Context: an optimization exercise on an open-source flow, tuned for small area, a short achievable clock period and few clock cycles. The choices shown serve that exercise and are no tape-out recipe.
Only simulation tests tie the RTL to the original design; equivalence was not proved.

## build 87
## DivDebug
module DivDebug(
  input         clock,
                reset,
                io_v,
  input  [31:0] io_a,
                io_b,
  input  [1:0]  io_op,
  output [31:0] io_res,
  output        io_res_valid
);
  localparam [2:0] S_IDLE = 3'd0, S_BIAS = 3'd1, S_ALIGN = 3'd2, S_DIV = 3'd3,
                   S_FIX = 3'd4, S_DONE = 3'd5;
  reg [2:0]  state;
  reg [32:0] R;       
  reg [32:0] Dx;      
  reg [31:0] Q;       
  reg [5:0]  cnt;
  reg        sa;      
  reg        cin;     
  reg        rq;      
  reg        fix;     
  reg        nq;      
  reg        valid;
  wire signd = ~io_op[0];
  wire in_sa = signd & io_a[31];
  wire in_sb = signd & io_b[31];
  wire in_bz = ~|io_b;
  wire in_fix = io_op[1] ? in_sa : (in_sa ^ in_sb);
  wire [33:0] T1 = {R, 1'b1} + {Dx, cin};
  wire [32:0] T = T1[33:1];
  wire        acc = T[32] ~^ sa;
  wire        grow = acc & (Dx[32] ~^ Dx[31]);
  wire [7:0]  nzR, nzD;
  wire [7:0]  zDup;     
  genvar n;
  generate
    for (n = 0; n < 8; n = n + 1) begin : nib
      assign nzR[n] = R[4*n+3:4*n] != {4{R[32]}};
      assign nzD[n] = Dx[4*n+3:4*n] != {4{Dx[32]}};
      assign zDup[n] = ~|nzD[7:n];
    end
  endgenerate
  wire        big = |(nzR[7:1] & zDup[6:0]);
  wire        last = (state == S_DIV) ? (cnt == 6'd1) : (cnt == 6'd0);
  wire        step = (state == S_DIV) | ((state == S_ALIGN) & ~grow & ~big);
  wire [31:0] Qn = {Q[30:0], (acc & step) ^ nq};
  always @(posedge clock) begin
    if (reset) begin
      state <= S_IDLE;
      valid <= 1'b0;
    end else begin
      valid <= 1'b0;
      case (state)
        S_IDLE: if (io_v) begin
          state <= in_bz ? S_DONE : (in_sa ? S_BIAS : S_ALIGN);
          valid <= in_bz;
        end
        S_BIAS: state <= S_ALIGN;
        S_ALIGN, S_DIV: if (step & last) begin
          state <= fix ? S_FIX : S_DONE;
          valid <= ~fix;
        end else if (step) state <= S_DIV;
        S_FIX: begin state <= S_DONE; valid <= 1'b1; end
  ...
==> flow/config.mk <==
export PLATFORM = sky130hd
export DESIGN_NAME = DivDebug
export DESIGN_NICKNAME = DivDebug
export VERILOG_FILES = /design/flow/design.v
export SDC_FILE = /design/flow/constraint.sdc
export NUM_CORES = 4
export LEC_CHECK = 0
export ABC_AREA = 1
export CAP_MARGIN = 20
export CORE_MARGIN = 2
export CORE_UTILIZATION = 40
export SETUP_SLACK_MARGIN = 3.3
export SLEW_MARGIN = 20
==> flow/constraint.sdc <==
create_clock -name core_clock -period 6.0 [get_ports {clock}]
set_input_delay 1.2000 -clock core_clock [delete_from_list [all_inputs] [get_ports {clock}]]
set_output_delay 1.2000 -clock core_clock [all_outputs]
set_load 0.01 [all_outputs]
standard.sh (not shown) runs the stock make flow with config.mk's settings and CLKGATE_MAP_FILE= SYNTH_SCRIPT=/design/flow/synth_recipe.tcl, a recipe that flattens the netlist after the stock synthesis.
==> flow/flow/run.sh <==
#!/bin/bash
# The standard layout (the standard.sh, unchanged synthesis and steps), with
# plain sky130_fd_sc_hd__buf_1 cells as the port buffers instead of the default.
set -euo pipefail
export BUFFER_PORTS_ARGS="-buffer_cell sky130_fd_sc_hd__buf_1"
bash standard.sh > standard_sh.log 2>&1
Build 87 finished every step from synthesis to the final layout, and the layout passed the timing, DRC and antenna checks.
Testbench counts of build 87, summed over its fixed seeds: cycles 35,474.
> inputs changed (build 87 -> build 4)
Settings: SETUP_SLACK_MARGIN now 3.0, was 3.3; ABC_AREA no longer set, was 1.
==> flow/run.sh (new file) <==
#!/bin/bash
# synth_recipe.tcl (not shown) runs the flow's synth.tcl, then flattens the netlist and writes it again
# the make line also repeats each setting of config.mk as NAME=value (left out here)
make -C /OpenROAD-flow-scripts/flow DESIGN_CONFIG=/design/flow/config.mk WORK_HOME=/design/flow/orfs CLKGATE_MAP_FILE= SYNTH_SCRIPT=/design/flow/synth_recipe.tcl finish
removed: flow/flow/run.sh
removed: flow/standard.sh
Results
- Side by side, register-to-register slack turned out lower in build 4 than in build 87.
- Where core area is concerned, build 87 is outperformed by build 4.
- Against build 87, build 4 comes in 650 ps higher on critical path data arrival time.
- Number of standard cells after synthesis: build 4 < build 87
- Build 4 has critical path depth below what build 87 had.
- Compared with build 87, build 4 shows global-route usage lower by 0.89 points.
- Build 4 falls short of build 87 in highest clock rate.
- The standard cells in build 4 occupy more silicon area than those in build 87 do.
- [build 4 vs build 87] maximum fanout along the worst path: lower in build 4
[inputs] build 39 vs build 4
==> flow/flow/run.sh (new file) <==
#!/bin/bash
# The standard layout (the standard.sh, unchanged synthesis and steps), with
# plain sky130_fd_sc_hd__buf_1 cells as the port buffers instead of the default.
set -euo pipefail
export BUFFER_PORTS_ARGS="-buffer_cell sky130_fd_sc_hd__buf_1"
bash standard.sh > standard_sh.log 2>&1
==> flow/standard.sh (new file) <==
#!/bin/bash
# synth_recipe.tcl (not shown) runs the flow's synth.tcl, then flattens the netlist and writes it again
# the make line also repeats each setting of config.mk as NAME=value (left out here)
make -C /OpenROAD-flow-scripts/flow DESIGN_CONFIG=/design/flow/config.mk WORK_HOME=/design/flow/orfs CLKGATE_MAP_FILE= SYNTH_SCRIPT=/design/flow/synth_recipe.tcl "${@:-finish}"
removed: flow/run.sh
Build 39 -> build 4: final clock skew flat
Build 39 ended up with Dx[21] as its launching instance or port of the critical path; build 4 ended up with Dx[14].
Build 39 vs build 4, via count normalized by instance count went down by 0.053.
[compare] base=build 4 new=build 39: non-filler instance count after layout moved down; clock-buffer cell count went down by 1.
Between build 39 and build 4, the largest incremental delay on the critical path does not differ in any meaningful way.
### build 39 -> build 36
Settings: an added ABC_AREA of 1; a change of SETUP_SLACK_MARGIN from 3.0 to 3.8.
Notes after the runs:
- Taking build 39 as the reference, in build 36 net count after synthesis moved up; fraction of final layout cells with drive strength greater than 1 level; maximum frequency moved up; synthesized instance count moved up; fraction of the cycle the final worst path needs moved down.
- Build 39 has lower cell area than build 36.
- Relative to build 39, the placed wire-length estimate after detailed placement of build 36 is higher by about 17%.
- Looking at build 36 and build 39, the combined flip-flop and latch cell area is a wash.
> inputs changed (build 36 -> build 25)
Settings: SETUP_SLACK_MARGIN: 3.8 -> 3.0.
==> flow/run.sh (new file) <==
#!/bin/bash
# synth_recipe.tcl (not shown) runs the flow's synth.tcl, then flattens the netlist and writes it again
# the make line also repeats each setting of config.mk as NAME=value (left out here)
make -C /OpenROAD-flow-scripts/flow DESIGN_CONFIG=/design/flow/config.mk WORK_HOME=/design/flow/orfs CLKGATE_MAP_FILE= SYNTH_SCRIPT=/design/flow/synth_recipe.tcl finish
removed: flow/flow/run.sh
removed: flow/standard.sh
==> run notes <==
- More vias were needed by build 36 than by build 25.
- Build 25 vs build 36 — number of buffers other than clock buffers in the final layout dropped by more than 10%
- Cell count (build 25 vs. build 36) decreases slightly
- Changes observed in build 25 relative to build 36: final area has decreased; core utilization has decreased; signed area change from the synthesized netlist to the final layout has decreased.
- Die area came out exactly the same in build 25 and build 36.
- In terms of average via count per standard cell, build 25 and build 36 differ only marginally.
- On post-synthesis instance area, build 25 and build 36 are basically level.

---

run A:
The RTL this note starts from:
==> flow/design.v <==
module DivDebug(
  input         clock,
                reset,
                io_v,
  input  [31:0] io_a,
                io_b,
  input  [1:0]  io_op,
  output [31:0] io_res,
  output        io_res_valid
);
  localparam [2:0] S_IDLE = 3'd0, S_BIAS = 3'd1, S_ALIGN = 3'd2, S_DIV = 3'd3,
                   S_FIX = 3'd4, S_DONE = 3'd5;
  reg [2:0]  state;
  reg [32:0] R;       
  reg [32:0] Dx;      
  reg [31:0] Q;       
  reg [4:0]  cnt;
  reg        cin;     
  reg        valid;
  wire signd = ~io_op[0];
  wire in_sa = signd & io_a[31];
  wire in_sb = signd & io_b[31];
  wire in_bz = ~|io_b;
  wire in_fix = io_op[1] ? in_sa : (in_sa ^ in_sb);
  wire sa  = in_sa;                
  wire rq  = io_op[1];             
  wire fix = in_fix;               
  wire nq  = in_fix & ~io_op[1];   
  wire [32:0] Dld = {in_sb, io_b} ^ {33{in_sb ^ (state == S_IDLE)}};
  wire [33:0] T1 = {R, 1'b1} + {Dx, cin};
  wire [32:0] T = T1[33:1];
  wire        acc = T[32] ~^ sa;
  wire        grow = acc & (Dx[32] ~^ Dx[31]) & (~(Dx[32] ^ cin) | (Dx[30] ^ cin));
  wire [7:0]  nzR, nzD;
  wire [7:0]  zDup;     
  genvar n;
  generate
    for (n = 0; n < 8; n = n + 1) begin : nib
      assign nzR[n] = R[32]  ? ~&R[4*n+3:4*n]  : |R[4*n+3:4*n];
      assign nzD[n] = Dx[32] ? ~&Dx[4*n+3:4*n] : |Dx[4*n+3:4*n];
      assign zDup[n] = ~|nzD[7:n];
    end
  endgenerate
  wire        big = |(nzR[7:1] & zDup[6:0]);
  wire        last = (state == S_DIV) ? (cnt == 5'd1) : (cnt == 5'd0);
  wire        step = (state == S_DIV) | ((state == S_ALIGN) & ~grow & ~big);
  wire [31:0] Qn = {Q[30:0], (acc & step) ^ nq};
  always @(posedge clock) begin
    if (reset) begin
      state <= S_IDLE;
      valid <= 1'b0;
    end else begin
      valid <= 1'b0;
      case (state)
        S_IDLE: if (io_v) begin
          state <= in_bz ? S_DONE : (in_sa ? S_BIAS : S_ALIGN);
          valid <= in_bz;
        end
        S_BIAS: state <= S_ALIGN;
        S_ALIGN, S_DIV: if (step & last) begin
          state <= fix ? S_FIX : S_DONE;
          valid <= ~fix;
        end else if (step) state <= S_DIV;
        S_FIX: begin state <= S_DONE; valid <= 1'b1; end
        default: state <= S_IDLE;
      endcase
    end
  end
  always @(posedge clock) begin
    Q <= Qn;
    case (state)
      S_IDLE: begin
        R   <= {in_sa & ~in_bz, io_a | {32{in_bz & ~io_op[1]}}};
        Dx  <= Dld | {33{in_sa}};
        Q   <= {32{in_fix & ~io_op[1]}};
        cnt <= 5'd0;
        cin <= ~in_sa & ~in_sb;
      end
      S_BIAS: begin
        R   <= T;
        Dx  <= Dld;
        cin <= in_sb;
      end
      S_ALIGN, S_DIV: begin
        if (!step) begin
          if (big) begin
            Dx  <= {Dx[28:0], {4{cin}}};
            cnt <= cnt + 5'd4;
          end else begin
            Dx  <= {Dx[31:0], cin};
            cnt <= cnt + 5'd1;
          end
        end else begin
          if (state == S_DIV) cnt <= cnt - 5'd1;
          if (last) begin
            if (rq) begin if (acc) R <= T; end
            else R <= {1'b0, Qn};
            Dx  <= 33'd0;
            cin <= 1'b1;
          end else begin
            if (acc) R <= T;
            Dx <= {Dx[32], Dx[32:1]};
          end
        end
      end
      S_FIX: begin
        R  <= T;
        Dx <= Dld;
      end
      default: Dx <= Dld;
    endcase
  end
  assign io_res = R[31:0];
  assign io_res_valid = valid;
endmodule
Settings: LEC_CHECK=0, ABC_AREA=1, CAP_MARGIN=20, CORE_MARGIN=2, CORE_UTILIZATION=40, CTS_BUF_LIST=sky130_fd_sc_hd__clkbuf_8, CTS_CLUSTER_SIZE=10, SETUP_SLACK_MARGIN=3.6, SLEW_MARGIN=20, TNS_END_PERCENT=5; clock period 6.0 ns.
==> flow/flow/run.sh <==
#!/bin/bash
# The standard layout (the standard.sh, unchanged synthesis and steps), with
# plain sky130_fd_sc_hd__buf_1 cells as the port buffers instead of the default.
set -euo pipefail
export BUFFER_PORTS_ARGS="-buffer_cell sky130_fd_sc_hd__buf_1"
bash standard.sh > standard_sh.log 2>&1
Testbench counts of run A, summed over its fixed seeds: cycles 35,308.
Relative to run A, the following input files were edited for run B:
- a deleted CTS_BUF_LIST that had been sky130_fd_sc_hd__clkbuf_8
- a deleted CTS_CLUSTER_SIZE that had been 10
- a change of SETUP_SLACK_MARGIN from 3.6 to 4.0
- a change of ABC_AREA from 1 to 0
## What came out
Final-layout worst hold slack: run B vs run A up 13 ps
Run B vs run A, met3 demand-to-capacity share in global routing went down by 1.1 points.
Run B: multi-input logic portion of the cell area is 2.6 points higher than what run A reported.
Of run A and run B, run B shows the higher sequential share of layout area, with run A below it.
| met1 usage | run B vs run A | 6.8 points lower |
> inputs changed (run B -> run C)
- ABC_AREA: 0 -> 1
- SETUP_SLACK_MARGIN: 4.0 -> 3.6
- GPL_ROUTABILITY_DRIVEN: unset -> 0
## What came out
- | global-route usage | higher: run C |
- Run C vs run B: post-layout net count up
- | number of gates resized after CTS | run C vs run B | 28 higher |
The inputs of run D differ from those of run C as listed below.
- SETUP_SLACK_MARGIN now 3.9, was 3.6
- GPL_ROUTABILITY_DRIVEN no longer set, was 0
Findings:
- Per the comparison of run D with run C, global-route usage lost 1.3 points; placed wire-length estimate after detailed placement picked up an extra 160 µm; utilization lost 2.1 points; worst path setup slack after routing neither gained nor lost much.

---

Starts from the design.v that is shown in full above.
==> flow/config.mk <==
export PLATFORM = sky130hd
export DESIGN_NAME = DivDebug
export DESIGN_NICKNAME = DivDebug
export VERILOG_FILES = /design/flow/design.v
export SDC_FILE = /design/flow/constraint.sdc
export NUM_CORES = 4
export LEC_CHECK = 0
export ABC_AREA = 1
export CAP_MARGIN = 20
export CORE_MARGIN = 2
export CORE_UTILIZATION = 40
export CTS_BUF_LIST = sky130_fd_sc_hd__clkbuf_4 sky130_fd_sc_hd__clkbuf_8
export SETUP_SLACK_MARGIN = 3.3
export SLEW_MARGIN = 20
==> flow/constraint.sdc <==
create_clock -name core_clock -period 6.0 [get_ports {clock}]
set_input_delay 1.2000 -clock core_clock [delete_from_list [all_inputs] [get_ports {clock}]]
set_output_delay 1.2000 -clock core_clock [all_outputs]
set_load 0.01 [all_outputs]
Scripts as last shown in full above: flow/flow/run.sh
The baseline went through all stages and came out clean.
Testbench counts at the start, summed over its fixed seeds: cycles 35,308.
Then changed:
CTS_BUF_LIST = unset   (was sky130_fd_sc_hd__clkbuf_4 sky130_fd_sc_hd__clkbuf_8)
SETUP_SLACK_MARGIN = 3.6   (was 3.3)
TNS_END_PERCENT = 5   (was unset)
Count of clock-buffer cells in the layout climbs by 1.
Fmax went up by 1.0%.
Setup slack improved by 30 ps.
Critical path depth decreases by 1.
Sequential share of layout area came out higher by 1.3 points.
Cell count falls by about 2.2%.
Routed wire length came out lower by about 6%.
Clock skew is lower by 6.0 ps.
Global-route usage drops by 2.0 points.
Then changed:
SETUP_SLACK_MARGIN = 3.3   (was 3.6)
TNS_END_PERCENT = 0   (was 5)
After rerunning:
- sequential cell count does not change
- register-to-register slack hardly moves
- setup slack got worse by 7.4 ps
- hold slack improved by 7.4 ps

---

RTL: the design.v shown in full above, as it stands there.
Settings: LEC_CHECK=0, ABC_AREA=1, CAP_MARGIN=20, CORE_MARGIN=2, CORE_UTILIZATION=40, SETUP_SLACK_MARGIN=3.3, SLEW_MARGIN=20, TNS_END_PERCENT=5; clock period 6.0 ns.
Scripts as last shown in full above: flow/flow/run.sh
The starting point went through all stages and came out clean.
Testbench counts at the start, summed over its fixed seeds: cycles 35,308.
Next try:
CAP_MARGIN = 5   (was 20)
SETUP_SLACK_MARGIN = 3.6   (was 3.3)
SLEW_MARGIN = 5   (was 20)
Effect: Cell count falls by about 0.56%. Worst hold slack is about the same. Final area falls by 1.4%. Clock-buffer cell count rises by 1. Global-route usage falls by 0.17 points. Worst setup slack gets better by 51 ps. Die area is unchanged.
Next try:
ABC_AREA = 0   (was 1)
CAP_MARGIN = 20   (was 5)
SETUP_SLACK_MARGIN = 3.3   (was 3.6)
SLEW_MARGIN = 20   (was 5)
Outcome:
- clock skew drops by 5.0 ps
- routed wire length shrinks by about a fifth
- maximum frequency went down by roughly a tenth
- die area fell by a few percent
- final area decreases by a few percent
Next try:
ABC_AREA = 1   (was 0)
CTS_BUF_LIST = sky130_fd_sc_hd__clkbuf_8   (was not set)
Effect: Worst hold slack got worse by 5.5 ps. Utilization climbs by 3.2 points. Cell count grows by 20%. Die area increases by 2.8%. Synthesized area is higher by 2.9%. Via count went up by 15%. Routed wire length goes up by 18%. Count of clock-buffer cells in the layout goes down by 1. Clock skew increases by 16 ps.

afterwards: timing with drivers on the ports:
No port has a modelled driver above. Below, the same layouts with a new extraction and two added sets of constraints. Step 1, drivers: a clkbuf_16 drives clock and a buf_2 each remaining input, both assumed. Step 2 times the ports against the registers' clock, not the clock port: input delays grow and output delays shrink by t, the midpoint of the rising clock arrivals with the driver on. a / b / c = ideal / step 1 / step 2; a / b = the first two.
| run | t, ns | slack for setup (ns) | worst slew at a driven data input, ns | cell pins on the clock port's net |
|---|---|---|---|---|
| build 87 | 0.413 | 3.167 / 3.167 / 2.923 | 0.04 | 1 |
| build 4 | 0.408 | 2.553 / 2.553 / 2.407 | 0.04 | 1 |
| build 39 | 0.413 | 2.653 / 2.653 / 2.592 | 0.04 | 1 |
| build 36 | 0.410 | 3.227 / 3.227 / 2.955 | 0.03 | 1 |
| build 25 | 0.403 | 3.025 / 3.039 / 2.640 | 0.04 | 1 |
| run A | 0.439 | 3.126 / 3.126 / 2.818 | 0.04 | 1 |
| run B | 0.411 | 2.788 / 2.788 / 2.530 | 0.03 | 1 |
| run C | 0.411 | 3.145 / 3.145 / 2.869 | 0.04 | 1 |
| run D | 0.403 | 3.142 / 3.142 / 2.808 | 0.04 | 1 |
| the first run of note 3 | 0.445 | 3.112 / 3.112 / 2.859 | 0.04 | 1 |
| the second run of note 3 | 0.403 | 3.142 / 3.142 / 2.808 | 0.04 | 1 |
| the third run of note 3 | 0.407 | 3.135 / 3.135 / 2.795 | 0.04 | 1 |
| the first run of note 4 | 0.407 | 3.092 / 3.092 / 2.770 | 0.04 | 1 |
| the second run of note 4 | 0.403 | 3.142 / 3.142 / 2.808 | 0.04 | 1 |
| the third run of note 4 | 0.411 | 2.761 / 2.761 / 2.525 | 0.03 | 1 |
| the fourth run of note 4 | 0.439 | 3.157 / 3.157 / 2.824 | 0.04 | 1 |
After both steps setup and hold are still met in every run listed. For build 25, which loses most, drivers alone change the setup slack by +0.014 ns; drivers and shift together by -0.385 ns.
